Background: an optimization exercise with open tools, aiming at a short achievable clock period and few clock cycles. Do not read the settings as production practice. RTL that was checked went through simulation tests only; none was proved equivalent to the original. Power is estimated from default activity; no workload was simulated.

==> module simproc, before the edit <==
module simproc (
    input  logic            clk,
    input  logic            rst,
    output logic    [7:0]   mem_din,
    output logic    [7:0]   mem_addr,
    output logic            mem_we,
    input  logic    [7:0]   mem_dout,
    input  logic    [7:0]   pc_set_val,
    input  logic            pc_set_wr,
    input  logic            run,
    output logic    [7:0]   pc_val,
    output logic            halt,
    output logic            done
);
    logic [7:0] r0, r1, r2, r3;
    logic       n_flag, z_flag;
    logic [7:0] maddr;       
    logic [7:0] pc_q;        
    logic [7:0] fpc;         
    logic       v;           
    logic       halt_q;
    logic       we_q;
    logic [7:0] op_a, op_b, op_0;    
    logic e_ls, e_ld;                    
    logic e_add, e_sub, e_nand, e_ori;
    logic e_shl, e_shr;
    logic e_alu;                         
    logic [1:0] e_sh;                    
    logic [4:0] e_imm;                   
    logic [1:0] e_w;                     
    logic [7:0] b_eff, sum, res_sh, res;
    always_comb begin
        b_eff  = op_b ^ {8{e_sub}};
        sum    = op_a + b_eff + {7'b0, e_sub};
        res_sh = e_shl ? (op_a << e_sh) : (op_a >> e_sh);
        res    = ({8{e_add | e_sub}} & sum)
               | ({8{e_nand}} & ~(op_a & op_b))
               | ({8{e_shl | e_shr}} & res_sh)
               | ({8{e_ori}} & (op_0 | {3'b000, e_imm}));
    end
    logic z_add, z_sub, z_nand, z_sh, z_ori, z_res;
    always_comb begin
        z_add  = ((op_a ^ op_b) == {op_a[6:0] | op_b[6:0], 1'b0});
        z_sub  = (op_a == op_b);
        z_nand = ((op_a & op_b) == 8'hFF);
        z_sh   = (res_sh == 8'h00);
        z_ori  = ((op_0 | {3'b000, e_imm}) == 8'h00);
        z_res  = (e_add & z_add) | (e_sub & z_sub) | (e_nand & z_nand)
               | ((e_shl | e_shr) & z_sh) | (e_ori & z_ori);
    end
    logic e_flags, e_busy, e_load;
    logic [3:0] e_wr;
    assign e_flags = v & e_alu;
    assign e_busy  = v & e_ls;
    assign e_load  = v & e_ld;
    assign e_wr    = {4{e_flags}} & (4'b0001 << e_w);
    logic [7:0] r0_f, r1_f, r2_f, r3_f;
    logic       n_f, z_f;
    always_comb begin
        r0_f = e_wr[0] ? res : r0;
        r1_f = e_wr[1] ? res : r1;
        r2_f = e_wr[2] ? res : r2;
        r3_f = e_wr[3] ? res : r3;
        n_f  = e_flags ? res[7] : n_flag;
        z_f  = e_flags ? z_res : z_flag;
    end
    logic [7:0] i;
    logic [3:0] f_op;
    logic f_load, f_store, f_ls, f_bnz, f_bpz, f_bz, f_jmp, f_add, f_sub, f_nand, f_shift, f_ori;
    always_comb begin
        i       = mem_dout;
        f_op    = i[3:0];
        f_load  = (f_op == 4'b0000);
        f_store = (f_op == 4'b0010);
        f_ls    = (f_op[3:2] == 2'b00) & ~f_op[0];
        f_bnz   = (f_op == 4'b1001);
        f_bpz   = (f_op == 4'b0101);
        f_bz    = (f_op == 4'b1010);
        f_jmp   = (f_op == 4'b0001);
        f_add   = (f_op == 4'b0100);
        f_sub   = (f_op == 4'b0110);
        f_nand  = (f_op == 4'b1000);
        f_shift = (f_op[2:0] == 3'b011);
        f_ori   = (f_op[2:0] == 3'b111);
    end
    function automatic logic [7:0] rsel(input logic [1:0] s, input logic [7:0] a0,
                                        input logic [7:0] a1, input logic [7:0] a2,
                                        input logic [7:0] a3);
        case (s)
            2'd0: rsel = a0;
            2'd1: rsel = a1;
            2'd2: rsel = a2;
            default: rsel = a3;
        endcase
    endfunction
    logic [7:0] f_a, f_b;
    assign f_a = rsel(i[7:6], r0_f, r1_f, r2_f, r3_f);
    assign f_b = rsel(i[5:4], r0_f, r1_f, r2_f, r3_f);
    logic f_taken;
    assign f_taken = f_jmp | (f_bnz & ~z_f) | (f_bz & z_f) | (f_bpz & ~n_f);
    logic [7:0] seq;
    logic [127:0] cand;
    assign seq = maddr + 8'd1;
    always_comb
        for (int k = 0; k < 16; k++)
            cand[8*k +: 8] = seq + {{4{k[3]}}, k[3:0]};
    logic [7:0] tgt;
    addr_mux16 TGT (.cand(cand), .sel(i[7:4]), .y(tgt));
    logic fetch;
    assign fetch = run & ~pc_set_wr & ~rst & ~e_busy;
    logic [7:0] hold;
    always_comb begin
        if (rst)             hold = 8'h00;
        else if (pc_set_wr)  hold = pc_set_val;
        else if (e_busy)     hold = fpc;
        else                 hold = maddr;
    end
    logic       s_tgt, s_ls;
    logic [7:0] other, maddr_d;
    always_comb begin
        s_tgt = fetch & f_taken;
        s_ls  = fetch & f_ls;
        other = fetch ? seq : hold;
    end
    addr_sel SEL (.s_tgt(s_tgt), .tgt(tgt), .s_ls(s_ls), .ls(f_b), .other(other), .y(maddr_d));
    assign mem_addr = maddr;
    assign pc_val   = pc_q;
    assign mem_din  = op_a;
    assign mem_we   = we_q;
    assign done     = v;
    assign halt     = halt_q;
    always_ff @(posedge clk) begin
        if (rst) begin
            r0 <= 8'h00; r1 <= 8'h00; r2 <= 8'h00; r3 <= 8'h00;
            n_flag <= 1'b0; z_flag <= 1'b0;
        end else begin
            if (e_load) begin
                case (e_w)
                    2'd0: r0 <= mem_dout;
                    2'd1: r1 <= mem_dout;
                    2'd2: r2 <= mem_dout;
                    default: r3 <= mem_dout;
                endcase
            end else begin
                r0 <= r0_f;
                r1 <= r1_f;
                r2 <= r2_f;
                r3 <= r3_f;
            end
            n_flag <= n_f;
            z_flag <= z_f;
        end
    end
    always_ff @(posedge clk) begin
        if (rst) begin
            v      <= 1'b0;
            halt_q <= 1'b1;
            we_q   <= 1'b0;
            pc_q   <= 8'h00;
        end else begin
            v      <= fetch;
            halt_q <= ~run;
            we_q   <= fetch & f_store;
            if (pc_set_wr || !run)
                pc_q <= hold;
        end
    end
    always_ff @(posedge clk) begin
        maddr  <= maddr_d;
        op_a   <= f_a;
        op_b   <= f_b;
        op_0   <= r0_f;
        e_ls   <= f_ls;
        e_ld   <= f_load;
        e_add  <= f_add;
        e_sub  <= f_sub;
        e_nand <= f_nand;
        e_ori  <= f_ori;
        e_shl  <= f_shift & i[5];
        e_shr  <= f_shift & ~i[5];
        e_alu  <= f_add | f_sub | f_nand | f_shift | f_ori;
        e_sh   <= i[4:3];
        e_imm  <= i[7:3];
        e_w    <= f_ori ? 2'd0 : i[7:6];
        if (!e_busy)
            fpc <= seq;
    end
endmodule
Settings: LEC_CHECK=0, ABC_CLOCK_PERIOD_IN_PS=2800, CAP_MARGIN=20, CORE_MARGIN=2, CORE_UTILIZATION=45, SLEW_MARGIN=20, SYNTH_HIERARCHICAL=1; clock period 10.0 ns.
standard.sh (not shown) runs the stock make flow with config.mk's settings and CLKGATE_MAP_FILE= SYNTH_SCRIPT=/design/flow/synth_recipe.tcl, a recipe that flattens the netlist after the stock synthesis.
==> flow/flow/run.sh <==
#!/bin/bash
set -o pipefail
bash standard.sh SETUP_SLACK_MARGIN=7.2 MATCH_CELL_FOOTPRINT=0 finish > standard.log 2>&1
The first run completed without violations.
Testbench counts at the start, summed over its fixed seeds: cycles 59,725.
Rerun with:
--- a/flow/design.v
+++ b/flow/design.v
@@ -45,12 +45,18 @@
         z_nand = ((op_a & op_b) == 8'hFF);
         z_sh   = (res_sh == 8'h00);
         z_ori  = ((op_0 | {3'b000, e_imm}) == 8'h00);
         z_res  = (e_add & z_add) | (e_sub & z_sub) | (e_nand & z_nand)
                | ((e_shl | e_shr) & z_sh) | (e_ori & z_ori);
     end
+    logic n_as, n_res;
+    add_msb NAS (.a(op_a), .b(op_b), .sub(e_sub), .y(n_as));
+    assign n_res = ((e_add | e_sub) & n_as)
+                 | (e_nand & ~(op_a[7] & op_b[7]))
+                 | ((e_shl | e_shr) & res_sh[7])
+                 | (e_ori & op_0[7]);
     logic e_flags, e_busy, e_load;
     logic [3:0] e_wr;
     assign e_flags = v & e_alu;
     assign e_busy  = v & e_ls;
     assign e_load  = v & e_ld;
     assign e_wr    = {4{e_flags}} & (4'b0001 << e_w);
@@ -58,13 +64,13 @@
     logic       n_f, z_f;
     always_comb begin
         r0_f = e_wr[0] ? res : r0;
         r1_f = e_wr[1] ? res : r1;
         r2_f = e_wr[2] ? res : r2;
         r3_f = e_wr[3] ? res : r3;
-        n_f  = e_flags ? res[7] : n_flag;
+        n_f  = e_flags ? n_res : n_flag;
         z_f  = e_flags ? z_res : z_flag;
     end
     logic [7:0] i;
     logic [3:0] f_op;
     logic f_load, f_store, f_ls, f_bnz, f_bpz, f_bz, f_jmp, f_add, f_sub, f_nand, f_shift, f_ori;
     always_comb begin
@@ -93,14 +99,12 @@
             default: rsel = a3;
         endcase
     endfunction
     logic [7:0] f_a, f_b;
     assign f_a = rsel(i[7:6], r0_f, r1_f, r2_f, r3_f);
     assign f_b = rsel(i[5:4], r0_f, r1_f, r2_f, r3_f);
-    logic f_taken;
-    assign f_taken = f_jmp | (f_bnz & ~z_f) | (f_bz & z_f) | (f_bpz & ~n_f);
     logic [7:0] seq;
     logic [127:0] cand;
     assign seq = maddr + 8'd1;
     always_comb
         for (int k = 0; k < 16; k++)
             cand[8*k +: 8] = seq + {{4{k[3]}}, k[3:0]};
@@ -115,16 +119,17 @@
         else if (e_busy)     hold = fpc;
         else                 hold = maddr;
     end
     logic       s_tgt, s_ls;
     logic [7:0] other, maddr_d;
     always_comb begin
-        s_tgt = fetch & f_taken;
         s_ls  = fetch & f_ls;
         other = fetch ? seq : hold;
     end
+    branch_sel TKN (.fetch(fetch), .jmp(f_jmp), .bnz(f_bnz), .bz(f_bz), .bpz(f_bpz),
+                    .ef(e_flags), .zr(z_res), .zq(z_flag), .nr(n_res), .nq(n_flag), .y(s_tgt));
     addr_sel SEL (.s_tgt(s_tgt), .tgt(tgt), .s_ls(s_ls), .ls(f_b), .other(other), .y(maddr_d));
     assign mem_addr = maddr;
     assign pc_val   = pc_q;
     assign mem_din  = op_a;
     assign mem_we   = we_q;
     assign done     = v;
@@ -200,6 +205,25 @@
     input  logic [7:0] ls,
     input  logic [7:0] other,
     output logic [7:0] y
 );
     assign y = s_tgt ? tgt : (s_ls ? ls : other);
 endmodule
+module add_msb (
+    input  logic [7:0] a, b,
+    input  logic       sub,
+    output logic       y
+);
+    logic [7:0] s;
+    assign s = a + (b ^ {8{sub}}) + {7'b0, sub};
+    assign y = s[7];
+endmodule
+module branch_sel (
+    input  logic fetch, jmp, bnz, bz, bpz,
+    input  logic ef, zr, zq, nr, nq,
+    output logic y
+);
+    logic z, n;
+    assign z = ef ? zr : zq;
+    assign n = ef ? nr : nq;
+    assign y = fetch & (jmp | (bnz & ~z) | (bz & z) | (bpz & ~n));
+endmodule
Result:
- The changed run completed with no timing, DRC or antenna violations
- non-clock buffer count climbs by 41
- clock-buffer cell count drops by 1
- sequential power stays flat
- routed wire length climbs by a few percent
- clock skew climbs by 0.0036 ns
- setup slack loses 0.057 ns
- global-route usage climbs by 1.0 points
- power climbs by a little under a tenth
- die area climbs by a few percent
- design area climbs by a little under a tenth
- synthesized cell count drops slightly
- utilization climbs by 2.4 points
- fmax drops slightly
The RTL of the second run of this note was laid out without a check of its function.

* * *

== oak ==
The RTL this note starts from:
==> flow/design.v <==
module simproc (
    input  logic            clk,
    input  logic            rst,
    output logic    [7:0]   mem_din,
    output logic    [7:0]   mem_addr,
    output logic            mem_we,
    input  logic    [7:0]   mem_dout,
    input  logic    [7:0]   pc_set_val,
    input  logic            pc_set_wr,
    input  logic            run,
    output logic    [7:0]   pc_val,
    output logic            halt,
    output logic            done
);
    logic [7:0] r0, r1, r2, r3;
    logic       n_flag, z_flag;
    logic [7:0] maddr;       
    logic [7:0] pc_q;        
    logic [7:0] fpc;         
    logic       v;           
    logic       halt_q;
    logic       we_q;
    logic [7:0] op_a, op_b, op_0;    
    logic e_ls, e_ld;                    
    logic e_add, e_sub, e_nand, e_ori;
    logic e_shl, e_shr;
    logic e_alu;                         
    logic [1:0] e_sh;                    
    logic [4:0] e_imm;                   
    logic [1:0] e_w;                     
    logic [7:0] b_eff, sum, res_sh, res;
    always_comb begin
        b_eff  = op_b ^ {8{e_sub}};
        sum    = op_a + b_eff + {7'b0, e_sub};
        res_sh = e_shl ? (op_a << e_sh) : (op_a >> e_sh);
        res    = ({8{e_add | e_sub}} & sum)
               | ({8{e_nand}} & ~(op_a & op_b))
               | ({8{e_shl | e_shr}} & res_sh)
               | ({8{e_ori}} & (op_0 | {3'b000, e_imm}));
    end
    logic z_add, z_sub, z_nand, z_sh, z_ori, z_res;
    always_comb begin
        z_add  = ((op_a ^ op_b) == {op_a[6:0] | op_b[6:0], 1'b0});
        z_sub  = (op_a == op_b);
        z_nand = ((op_a & op_b) == 8'hFF);
        z_sh   = (res_sh == 8'h00);
        z_ori  = ((op_0 | {3'b000, e_imm}) == 8'h00);
        z_res  = (e_add & z_add) | (e_sub & z_sub) | (e_nand & z_nand)
               | ((e_shl | e_shr) & z_sh) | (e_ori & z_ori);
    end
    logic n_as, n_res;
    add_msb NAS (.a(op_a), .b(op_b), .sub(e_sub), .y(n_as));
    assign n_res = ((e_add | e_sub) & n_as)
                 | (e_nand & ~(op_a[7] & op_b[7]))
                 | ((e_shl | e_shr) & res_sh[7])
                 | (e_ori & op_0[7]);
    logic e_flags, e_busy, e_load;
    logic [3:0] e_wr;
    assign e_flags = v & e_alu;
    assign e_busy  = v & e_ls;
    assign e_load  = v & e_ld;
    assign e_wr    = {4{e_flags}} & (4'b0001 << e_w);
    logic [7:0] r0_f, r1_f, r2_f, r3_f;
    logic       n_f, z_f;
    always_comb begin
        r0_f = e_wr[0] ? res : r0;
        r1_f = e_wr[1] ? res : r1;
        r2_f = e_wr[2] ? res : r2;
        r3_f = e_wr[3] ? res : r3;
        n_f  = e_flags ? n_res : n_flag;
        z_f  = e_flags ? z_res : z_flag;
    end
    logic [7:0] i;
    logic [3:0] f_op;
    logic f_load, f_store, f_ls, f_bnz, f_bpz, f_bz, f_jmp, f_add, f_sub, f_nand, f_shift, f_ori;
    always_comb begin
        i       = mem_dout;
        f_op    = i[3:0];
        f_load  = (f_op == 4'b0000);
        f_store = (f_op == 4'b0010);
        f_ls    = (f_op[3:2] == 2'b00) & ~f_op[0];
        f_bnz   = (f_op == 4'b1001);
        f_bpz   = (f_op == 4'b0101);
        f_bz    = (f_op == 4'b1010);
        f_jmp   = (f_op == 4'b0001);
        f_add   = (f_op == 4'b0100);
        f_sub   = (f_op == 4'b0110);
        f_nand  = (f_op == 4'b1000);
        f_shift = (f_op[2:0] == 3'b011);
        f_ori   = (f_op[2:0] == 3'b111);
    end
    function automatic logic [7:0] rsel(input logic [1:0] s, input logic [7:0] a0,
                                        input logic [7:0] a1, input logic [7:0] a2,
                                        input logic [7:0] a3);
        case (s)
            2'd0: rsel = a0;
            2'd1: rsel = a1;
            2'd2: rsel = a2;
            default: rsel = a3;
        endcase
    endfunction
    logic       hit_a, hit_b;
    logic [7:0] rf_a, rf_b, f_a, f_b;
    assign hit_a = e_flags & (e_w == i[7:6]);
    assign hit_b = e_flags & (e_w == i[5:4]);
    assign rf_a  = rsel(i[7:6], r0, r1, r2, r3);
    assign rf_b  = rsel(i[5:4], r0, r1, r2, r3);
    assign f_a   = hit_a ? res : rf_a;
    assign f_b   = hit_b ? res : rf_b;
    logic [7:0] seq;
    logic [127:0] cand;
    assign seq = maddr + 8'd1;
    always_comb
        for (int k = 0; k < 16; k++)
            cand[8*k +: 8] = seq + {{4{k[3]}}, k[3:0]};
    logic [7:0] tgt;
    addr_mux16 TGT (.cand(cand), .sel(i[7:4]), .y(tgt));
    logic fetch;
    assign fetch = run & ~pc_set_wr & ~rst & ~e_busy;
    logic [7:0] hold;
    always_comb begin
        if (rst)             hold = 8'h00;
        else if (pc_set_wr)  hold = pc_set_val;
        else if (e_busy)     hold = fpc;
        else                 hold = maddr;
    end
    logic       s_tgt, s_lsh, s_lsr, s_oth;
    logic [7:0] other, maddr_d;
    always_comb begin
        s_lsh = fetch & f_ls & hit_b;
        s_lsr = fetch & f_ls & ~hit_b;
        s_oth = ~(fetch & f_ls);
        other = fetch ? seq : hold;
    end
    branch_sel TKN (.fetch(fetch), .jmp(f_jmp), .bnz(f_bnz), .bz(f_bz), .bpz(f_bpz),
                    .ef(e_flags), .zr(z_res), .zq(z_flag), .nr(n_res), .nq(n_flag), .y(s_tgt));
    addr_sel SEL (.s_tgt(s_tgt), .tgt(tgt), .s_lsh(s_lsh), .res(res), .s_lsr(s_lsr), .rb(rf_b),
                  .s_oth(s_oth), .other(other), .y(maddr_d));
    assign mem_addr = maddr;
    assign pc_val   = pc_q;
    assign mem_din  = op_a;
    assign mem_we   = we_q;
    assign done     = v;
    assign halt     = halt_q;
    always_ff @(posedge clk) begin
        if (rst) begin
            r0 <= 8'h00; r1 <= 8'h00; r2 <= 8'h00; r3 <= 8'h00;
            n_flag <= 1'b0; z_flag <= 1'b0;
        end else begin
            if (e_load) begin
                case (e_w)
                    2'd0: r0 <= mem_dout;
                    2'd1: r1 <= mem_dout;
                    2'd2: r2 <= mem_dout;
                    default: r3 <= mem_dout;
                endcase
            end else begin
                r0 <= r0_f;
                r1 <= r1_f;
                r2 <= r2_f;
                r3 <= r3_f;
            end
            n_flag <= n_f;
            z_flag <= z_f;
        end
    end
    always_ff @(posedge clk) begin
        if (rst) begin
            v      <= 1'b0;
            halt_q <= 1'b1;
            we_q   <= 1'b0;
            pc_q   <= 8'h00;
        end else begin
            v      <= fetch;
            halt_q <= ~run;
            we_q   <= fetch & f_store;
            if (pc_set_wr || !run)
                pc_q <= hold;
        end
    end
    always_ff @(posedge clk) begin
        maddr  <= maddr_d;
        op_a   <= f_a;
        op_b   <= f_b;
        op_0   <= r0_f;
        e_ls   <= f_ls;
        e_ld   <= f_load;
        e_add  <= f_add;
        e_sub  <= f_sub;
        e_nand <= f_nand;
        e_ori  <= f_ori;
        e_shl  <= f_shift & i[5];
        e_shr  <= f_shift & ~i[5];
        e_alu  <= f_add | f_sub | f_nand | f_shift | f_ori;
        e_sh   <= i[4:3];
        e_imm  <= i[7:3];
        e_w    <= f_ori ? 2'd0 : i[7:6];
        if (!e_busy)
            fpc <= seq;
    end
endmodule
module addr_mux16 (
    input  logic [127:0] cand,
    input  logic [3:0]   sel,
    output logic [7:0]   y
);
    assign y = cand[8*sel +: 8];
endmodule
module addr_sel (
    input  logic       s_tgt,
    input  logic [7:0] tgt,
    input  logic       s_lsh,
    input  logic [7:0] res,
    input  logic       s_lsr,
    input  logic [7:0] rb,
    input  logic       s_oth,
    input  logic [7:0] other,
    output logic [7:0] y
);
    assign y = s_tgt ? tgt : (({8{s_lsh}} & res) | ({8{s_lsr}} & rb) | ({8{s_oth}} & other));
endmodule
module add_msb (
    input  logic [7:0] a, b,
    input  logic       sub,
    output logic       y
);
    logic [7:0] s;
    assign s = a + (b ^ {8{sub}}) + {7'b0, sub};
    assign y = s[7];
endmodule
module branch_sel (
    input  logic fetch, jmp, bnz, bz, bpz,
    input  logic ef, zr, zq, nr, nq,
    output logic y
);
    logic z, n;
    assign z = ef ? zr : zq;
    assign n = ef ? nr : nq;
    assign y = fetch & (jmp | (bnz & ~z) | (bz & z) | (bpz & ~n));
endmodule
clock: 10.0 ns
lec_check: 0
abc_clock_period_in_ps: 2800
cap_margin: 20
core_margin: 2
core_utilization: 45
slew_margin: 20
synth_hierarchical: 1
Scripts as last shown in full above: flow/flow/run.sh
Relative to oak, the following input files were edited for pine:
--- a/flow/design.v
+++ b/flow/design.v
@@ -47,14 +47,8 @@
         z_ori  = ((op_0 | {3'b000, e_imm}) == 8'h00);
         z_res  = (e_add & z_add) | (e_sub & z_sub) | (e_nand & z_nand)
                | ((e_shl | e_shr) & z_sh) | (e_ori & z_ori);
     end
-    logic n_as, n_res;
-    add_msb NAS (.a(op_a), .b(op_b), .sub(e_sub), .y(n_as));
-    assign n_res = ((e_add | e_sub) & n_as)
-                 | (e_nand & ~(op_a[7] & op_b[7]))
-                 | ((e_shl | e_shr) & res_sh[7])
-                 | (e_ori & op_0[7]);
     logic e_flags, e_busy, e_load;
     logic [3:0] e_wr;
     assign e_flags = v & e_alu;
     assign e_busy  = v & e_ls;
@@ -66,9 +60,9 @@
         r0_f = e_wr[0] ? res : r0;
         r1_f = e_wr[1] ? res : r1;
         r2_f = e_wr[2] ? res : r2;
         r3_f = e_wr[3] ? res : r3;
-        n_f  = e_flags ? n_res : n_flag;
+        n_f  = e_flags ? res[7] : n_flag;
         z_f  = e_flags ? z_res : z_flag;
     end
     logic [7:0] i;
     logic [3:0] f_op;
@@ -106,8 +100,10 @@
     assign rf_a  = rsel(i[7:6], r0, r1, r2, r3);
     assign rf_b  = rsel(i[5:4], r0, r1, r2, r3);
     assign f_a   = hit_a ? res : rf_a;
     assign f_b   = hit_b ? res : rf_b;
+    logic f_taken;
+    assign f_taken = f_jmp | (f_bnz & ~z_f) | (f_bz & z_f) | (f_bpz & ~n_f);
     logic [7:0] seq;
     logic [127:0] cand;
     assign seq = maddr + 8'd1;
     always_comb
@@ -126,15 +122,14 @@
     end
     logic       s_tgt, s_lsh, s_lsr, s_oth;
     logic [7:0] other, maddr_d;
     always_comb begin
+        s_tgt = fetch & f_taken;
         s_lsh = fetch & f_ls & hit_b;
         s_lsr = fetch & f_ls & ~hit_b;
         s_oth = ~(fetch & f_ls);
         other = fetch ? seq : hold;
     end
-    branch_sel TKN (.fetch(fetch), .jmp(f_jmp), .bnz(f_bnz), .bz(f_bz), .bpz(f_bpz),
-                    .ef(e_flags), .zr(z_res), .zq(z_flag), .nr(n_res), .nq(n_flag), .y(s_tgt));
     addr_sel SEL (.s_tgt(s_tgt), .tgt(tgt), .s_lsh(s_lsh), .res(res), .s_lsr(s_lsr), .rb(rf_b),
                   .s_oth(s_oth), .other(other), .y(maddr_d));
     assign mem_addr = maddr;
     assign pc_val   = pc_q;
@@ -218,23 +213,4 @@
     output logic [7:0] y
 );
     assign y = s_tgt ? tgt : (({8{s_lsh}} & res) | ({8{s_lsr}} & rb) | ({8{s_oth}} & other));
 endmodule
-module add_msb (
-    input  logic [7:0] a, b,
-    input  logic       sub,
-    output logic       y
-);
-    logic [7:0] s;
-    assign s = a + (b ^ {8{sub}}) + {7'b0, sub};
-    assign y = s[7];
-endmodule
-module branch_sel (
-    input  logic fetch, jmp, bnz, bz, bpz,
-    input  logic ef, zr, zq, nr, nq,
-    output logic y
-);
-    logic z, n;
-    assign z = ef ? zr : zq;
-    assign n = ef ? nr : nq;
-    assign y = fetch & (jmp | (bnz & ~z) | (bz & z) | (bpz & ~n));
-endmodule
[summary]
Global-route usage (pine over oak): decrease, 1.8 points. Cell area after placement for pine: 310 um2 down relative to oak. Looking at worst setup slack, pine sits 13 ps below oak. No stage failed in pine, and the final checks on the layout all came back clean. oak → pine: count of mapped cells out of synthesis down 3.7%; area after synthesis down about 4%; worst slew slack as a fraction of its limit up 2.4 points; core utilization of the finished layout up 0.24 points; clock network fraction of total power up 3.4 points. NOTE die area oak->pine decreased by a few percent.
No run of this note included a check of the RTL's function; only the layout flow was run.

-- static timing again, ports no longer ideal --
In the flow no input, the clock included, has a driving cell. The finished layouts below were timed again as built, in two steps.
Step 1 assumes that a clkbuf_16 drives the clock port and a buf_2 every other input.
Step 2, shift: input delay + t, output delay - t, t = (earliest + latest rising clock arrival at the registers) / 2. This alone moves slack from input paths to output paths.
a / b / c = ideal ports / drivers / drivers and shift; a / b = the first two.
| run | t (ns) | setup WS [ns] | hold slack, ns |
|---|---|---|---|
| the first run of note 1 | 0.384 | 6.933 / 6.916 / 6.532 | 0.490 / 0.490 / 0.490 |
| the second run of note 1 | 0.380 | 6.875 / 6.873 / 6.493 | 0.467 / 0.467 / 0.467 |
| oak | 0.401 | 6.886 / 6.865 / 6.464 | 0.466 / 0.466 / 0.466 |
| pine | 0.400 | 6.873 / 6.856 / 6.456 | 0.485 / 0.485 / 0.485 |
After both steps every run listed still meets setup and hold. For oak, which loses most, drivers alone change the setup slack by -0.021 ns; drivers and shift together by -0.422 ns.
